Context: an optimization exercise on an open-source flow, tuned for small area. The choices shown serve that exercise and are no tape-out recipe.
At most, simulation tests tie the RTL to the original design; equivalence was not proved.
No activity file was given, so power comes from the tool's default toggle rates.

Design SuperBallPickupMasterRotaryChampionDeluxe5, start of the top module:
module SuperBallPickupMasterRotaryChampionDeluxe5(
	input LeftA,
	input LeftB,
	input RightA,
	input RightB,
	input LeftA2,
	input LeftB2,
	input RightA2,
	input RightB2,
	input wire clk,			 
	input wire reset,			 
	output wire [6:0] seg,	 
	output wire [3:0] an,	 
	output wire dp,			 
	output wire [2:0] red,	 
	output wire [2:0] green, 
	output wire [1:0] blue,	 
	output wire hsync,		 
	output wire vsync,			 
	output resetOut
	);
export LEC_CHECK = 0
export CAP_MARGIN = 20
export CORE_MARGIN = 2
export CORE_UTILIZATION = 40
export SLEW_MARGIN = 20
create_clock -name core_clock -period 20.0 [get_ports {clk}]
standard.sh (not shown) runs the stock make flow with config.mk's settings and CLKGATE_MAP_FILE= SYNTH_SCRIPT=/design/flow/synth_recipe.tcl, a recipe that flattens the netlist after the stock synthesis.
==> flow/flow/run.sh <==
#!/bin/bash
# Layout flow: the standard synthesis and layout (standard.sh), with a
# lighter clock tree (clkbuf_4 leaf buffers driving about 8 flip-flops each,
# no dummy loads) and the smallest buffer (buf_1) on the input and output ports.
# Each step's full output goes to its own log here (synth.log, layout.log),
# besides ORFS's per-step logs under orfs/logs.
set -euo pipefail
bash standard.sh synth > synth.log 2>&1
bash standard.sh \
  "CTS_ARGS=-sink_clustering_enable -repair_clock_nets -dont_use_dummy_load -buf_list sky130_fd_sc_hd__clkbuf_4 -sink_clustering_size 8 -sink_clustering_max_diameter 80" \
  "BUFFER_PORTS_ARGS=-buffer_cell sky130_fd_sc_hd__buf_1" \
  finish > layout.log 2>&1
==> next run, changes <==
--- a/flow/flow/run.sh
+++ b/flow/flow/run.sh
@@ -3 +3 @@
-# lighter clock tree (clkbuf_4 leaf buffers driving about 8 flip-flops each,
+# lighter clock tree (clkbuf_4 leaf buffers driving about 7 flip-flops each,
@@ -10 +10 @@
-  "CTS_ARGS=-sink_clustering_enable -repair_clock_nets -dont_use_dummy_load -buf_list sky130_fd_sc_hd__clkbuf_4 -sink_clustering_size 8 -sink_clustering_max_diameter 80" \
+  "CTS_ARGS=-sink_clustering_enable -repair_clock_nets -dont_use_dummy_load -buf_list sky130_fd_sc_hd__clkbuf_4 -sink_clustering_size 7 -sink_clustering_max_diameter 60" \
Wire length is about the same; sequential cell count stays the same; die area does not change; power rises by about 1%; combinational power is about the same; final area stays flat; first-iteration DRC count decreases by 0.70%.

---

Another version of the RTL of SuperBallPickupMasterRotaryChampionDeluxe5 (not shown whole).
Size: roughly 1100 cells after synthesis, ~280 flip-flops, ~33 I/O pins, ~15000 µm² of cells after synthesis.
clock: 20.0 ns
lec_check: 0
cap_margin: 20
core_margin: 2
core_utilization: 40
slew_margin: 20
==> flow/flow/run.sh <==
#!/bin/bash
# Layout flow: the standard synthesis and layout (standard.sh), with a
# lighter clock tree (clkbuf_4 leaf buffers driving about 8 flip-flops each,
# no dummy loads), the smallest buffer (buf_1) on the input and output ports,
# and power recovery after global routing (downsizes gates that have slack).
# Each step's full output goes to its own log here (synth.log, layout.log),
# besides ORFS's per-step logs under orfs/logs.
set -euo pipefail
bash standard.sh synth > synth.log 2>&1
bash standard.sh \
  "CTS_ARGS=-sink_clustering_enable -repair_clock_nets -dont_use_dummy_load -buf_list sky130_fd_sc_hd__clkbuf_4 -sink_clustering_size 8 -sink_clustering_max_diameter 80" \
  "BUFFER_PORTS_ARGS=-buffer_cell sky130_fd_sc_hd__buf_1" \
  "RECOVER_POWER=100" \
  finish > layout.log 2>&1
The first run completed, yet does not pass: max-capacitance violations, max-slew violations.
==> next run, changes <==
==> flow/flow/run.sh (replaced) <==
#!/bin/bash
# Layout flow: the standard synthesis and layout (standard.sh), with a
# lighter clock tree (clkbuf_4 leaf buffers driving about 8 flip-flops each,
# no dummy loads) and the smallest buffer (buf_1) on the input and output ports.
# Each step's full output goes to its own log here (synth.log, layout.log),
# besides ORFS's per-step logs under orfs/logs.
set -euo pipefail
bash standard.sh synth > synth.log 2>&1
bash standard.sh \
  "CTS_ARGS=-sink_clustering_enable -repair_clock_nets -dont_use_dummy_load -buf_list sky130_fd_sc_hd__clkbuf_4 -sink_clustering_size 8 -sink_clustering_max_diameter 80" \
  "BUFFER_PORTS_ARGS=-buffer_cell sky130_fd_sc_hd__buf_1" \
  finish > layout.log 2>&1
=>
- Now the flow produced a clean layout
- clock-buffer cell count stays the same
- area after synthesis is unchanged
- routed wire length stays flat
- design area climbs slightly
==> next run, changes <==
==> flow/run.sh (new file) <==
#!/bin/bash
# synth_recipe.tcl (not shown) runs the flow's synth.tcl, then flattens the netlist and writes it again
# the make line also repeats each setting of config.mk as NAME=value (left out here)
make -C /OpenROAD-flow-scripts/flow DESIGN_CONFIG=/design/flow/config.mk WORK_HOME=/design/flow/orfs CLKGATE_MAP_FILE= SYNTH_SCRIPT=/design/flow/synth_recipe.tcl finish
- CTS_BUF_LIST: unset -> sky130_fd_sc_hd__clkbuf_4
- CTS_CLUSTER_DIAMETER: unset -> 80
- CTS_CLUSTER_SIZE: unset -> 8
removed: flow/flow/run.sh
removed: flow/standard.sh
Power increases by a few percent.
Die area is unchanged.
Core utilization rose by 1.3 points.
Via count goes up slightly.
Combinational power hardly moves.
Clock-buffer cell count went up by 32.
Worst setup slack degrades by 0.47 ns.
Critical path depth stays the same.
Synthesized cell count is unchanged.
Wire length came out higher slightly.
Non-clock buffer count rose by 1.

---

lane 1:
SuperBallPickupMasterRotaryChampionDeluxe5, a different RTL version from the one above (not shown whole).
Size: about 1100 cells after synthesis, ~280 flip-flops, ~33 I/O pins, about 15000 µm² of cells after synthesis.
==> flow/config.mk <==
export PLATFORM = sky130hd
export DESIGN_NAME = SuperBallPickupMasterRotaryChampionDeluxe5
export DESIGN_NICKNAME = SuperBallPickupMasterRotaryChampionDeluxe5
export VERILOG_FILES = /design/flow/design.v
export SDC_FILE = /design/flow/constraint.sdc
export NUM_CORES = 4
export LEC_CHECK = 0
export CAP_MARGIN = 20
export CORE_MARGIN = 2
export CORE_UTILIZATION = 40
export SLEW_MARGIN = 20
==> flow/constraint.sdc <==
create_clock -name core_clock -period 20.0 [get_ports {clk}]
set_input_delay 4.0000 -clock core_clock [delete_from_list [all_inputs] [get_ports {clk}]]
set_output_delay 4.0000 -clock core_clock [all_outputs]
set_load 0.01 [all_outputs]
==> flow/flow/run.sh <==
#!/bin/bash
# Layout flow: the standard synthesis and layout, with a lighter clock tree
# (small buffers, no dummy loads) and the smallest buffer on the ports.
set -euo pipefail
bash standard.sh synth > synth.log 2>&1
bash standard.sh \
  "CTS_ARGS=-sink_clustering_enable -repair_clock_nets -dont_use_dummy_load -buf_list sky130_fd_sc_hd__clkbuf_16 -sink_clustering_size 25 -sink_clustering_max_diameter 50" \
  "BUFFER_PORTS_ARGS=-buffer_cell sky130_fd_sc_hd__buf_1" \
  finish > layout.log 2>&1
Inputs modified between lane 1 and lane 2:
==> flow/flow/run.sh <==
#!/bin/bash
# Layout flow: the standard synthesis and layout, with a lighter clock tree
# (small buffers, no dummy loads) and the smallest buffer on the ports.
set -euo pipefail
bash standard.sh synth > synth.log 2>&1
bash standard.sh \
  "CTS_ARGS=-sink_clustering_enable -repair_clock_nets -dont_use_dummy_load -buf_list sky130_fd_sc_hd__clkbuf_8 -sink_clustering_size 12 -sink_clustering_max_diameter 40" \
  "BUFFER_PORTS_ARGS=-buffer_cell sky130_fd_sc_hd__buf_1" \
  finish > layout.log 2>&1
Findings:
On routing usage on met1, lane 1 tracks lane 2 almost exactly.
NOTE: final worst setup slack in lane 2 falls short of that of lane 1
Relative to lane 1, lane 2 improves final non-filler cell area.
Compared with lane 1, lane 2 shows a maximum achievable frequency that is 0.50 MHz lower.
Timing, DRC, antenna: 0 failures across lane 2 and lane 1
Modified inputs, lane 3 compared to lane 2
==> flow/flow/run.sh <==
#!/bin/bash
# Layout flow: the standard synthesis and layout, with a lighter clock tree
# (small buffers, no dummy loads) and the smallest buffer on the ports.
set -euo pipefail
bash standard.sh synth > synth.log 2>&1
bash standard.sh \
  "CTS_ARGS=-sink_clustering_enable -repair_clock_nets -dont_use_dummy_load -buf_list sky130_fd_sc_hd__clkbuf_4" \
  "BUFFER_PORTS_ARGS=-buffer_cell sky130_fd_sc_hd__buf_1" \
  finish > layout.log 2>&1
- Lane 3 -> lane 2: power in combinational cells flat
- Launch point of the worst path = U3.ha[0]: lane 3; launch point of the worst path = U3.va[0]: lane 2
- | signed area change from the synthesized netlist to the final layout | lower: lane 3 |
- Met1 wire length (higher): lane 3
Setup changes, lane 3 to lane 4
Settings: an added CTS_BUF_LIST of sky130_fd_sc_hd__clkbuf_4.
==> flow/run.sh (new file) <==
#!/bin/bash
# synth_recipe.tcl (not shown) runs the flow's synth.tcl, then flattens the netlist and writes it again
# the make line also repeats each setting of config.mk as NAME=value (left out here)
make -C /OpenROAD-flow-scripts/flow DESIGN_CONFIG=/design/flow/config.mk WORK_HOME=/design/flow/orfs CLKGATE_MAP_FILE= SYNTH_SCRIPT=/design/flow/synth_recipe.tcl finish
removed: flow/flow/run.sh
removed: flow/standard.sh
==> comparison <==
Result for lane 4 and lane 3: all clean
Launching element of the worst setup path = U3.ha[0]: lane 3; launching element of the worst setup path = U3.va[0]: lane 4
Diff lane 3 -> lane 4: power share of the combinational group down 1.3 points; final worst-path setup slack now sits lower.
Lane 4 against lane 3: number of sequential storage elements stayed essentially flat, post-route non-filler standard cell count has increased, portion of netlist area occupied by mux cells comparable, final HPWL from detailed placement moved up.
Compared with lane 3, lane 4 ends up with a larger final cell area.
No run of this note included a check of the RTL's function; only the layout flow was run.

what the ideal ports hide:
The results above use ideal ports. As a check the final layouts listed here were re-extracted and re-timed, cells and wires unchanged. Step 1: set_driving_cell puts a clkbuf_16 on clk and a buf_2 on each other input, an assumption about the parent block. Step 2 adds t to the input delays and takes it off the output delays; t is the mean of the earliest and latest rising clock arrival at the registers after step 1. Input paths then give back, and output paths get back, about the clock's delay inside the block. a / b / c = ideal / step 1 / step 2; a / b = the first two.
run	t (ns)	setup slack, ns	worst setup path at the end	worst register clock-pin slew, ns
the first run of note 1	0.678	8.962 / 8.919 / 9.597	register to output	0.11 / 0.11
the second run of note 1	0.684	9.000 / 8.955 / 9.640	register to output	0.10 / 0.10
the first run of note 2	0.674	7.217 / 7.240 / 6.566	input, reset recovery	0.11 / 0.11
the second run of note 2	0.679	9.069 / 9.025 / 9.704	register to output	0.11 / 0.11
the third run of note 2	0.692	8.597 / 8.552 / 9.244	register to output	0.11 / 0.11
lane 1	0.539	9.079 / 9.031 / 9.570	register to output	0.07 / 0.07
lane 2	0.591	9.019 / 8.975 / 9.565	register to output	0.08 / 0.08
lane 3	0.713	8.896 / 8.851 / 9.564	register to output	0.07 / 0.07
lane 4	0.754	8.398 / 8.352 / 9.105	register to output	0.07 / 0.07
The setup slack of the first run of note 2, which loses most, moves by +0.023 ns with the drivers and by -0.651 ns with both steps. The worst setup slack also covers recovery checks on asynchronous resets.
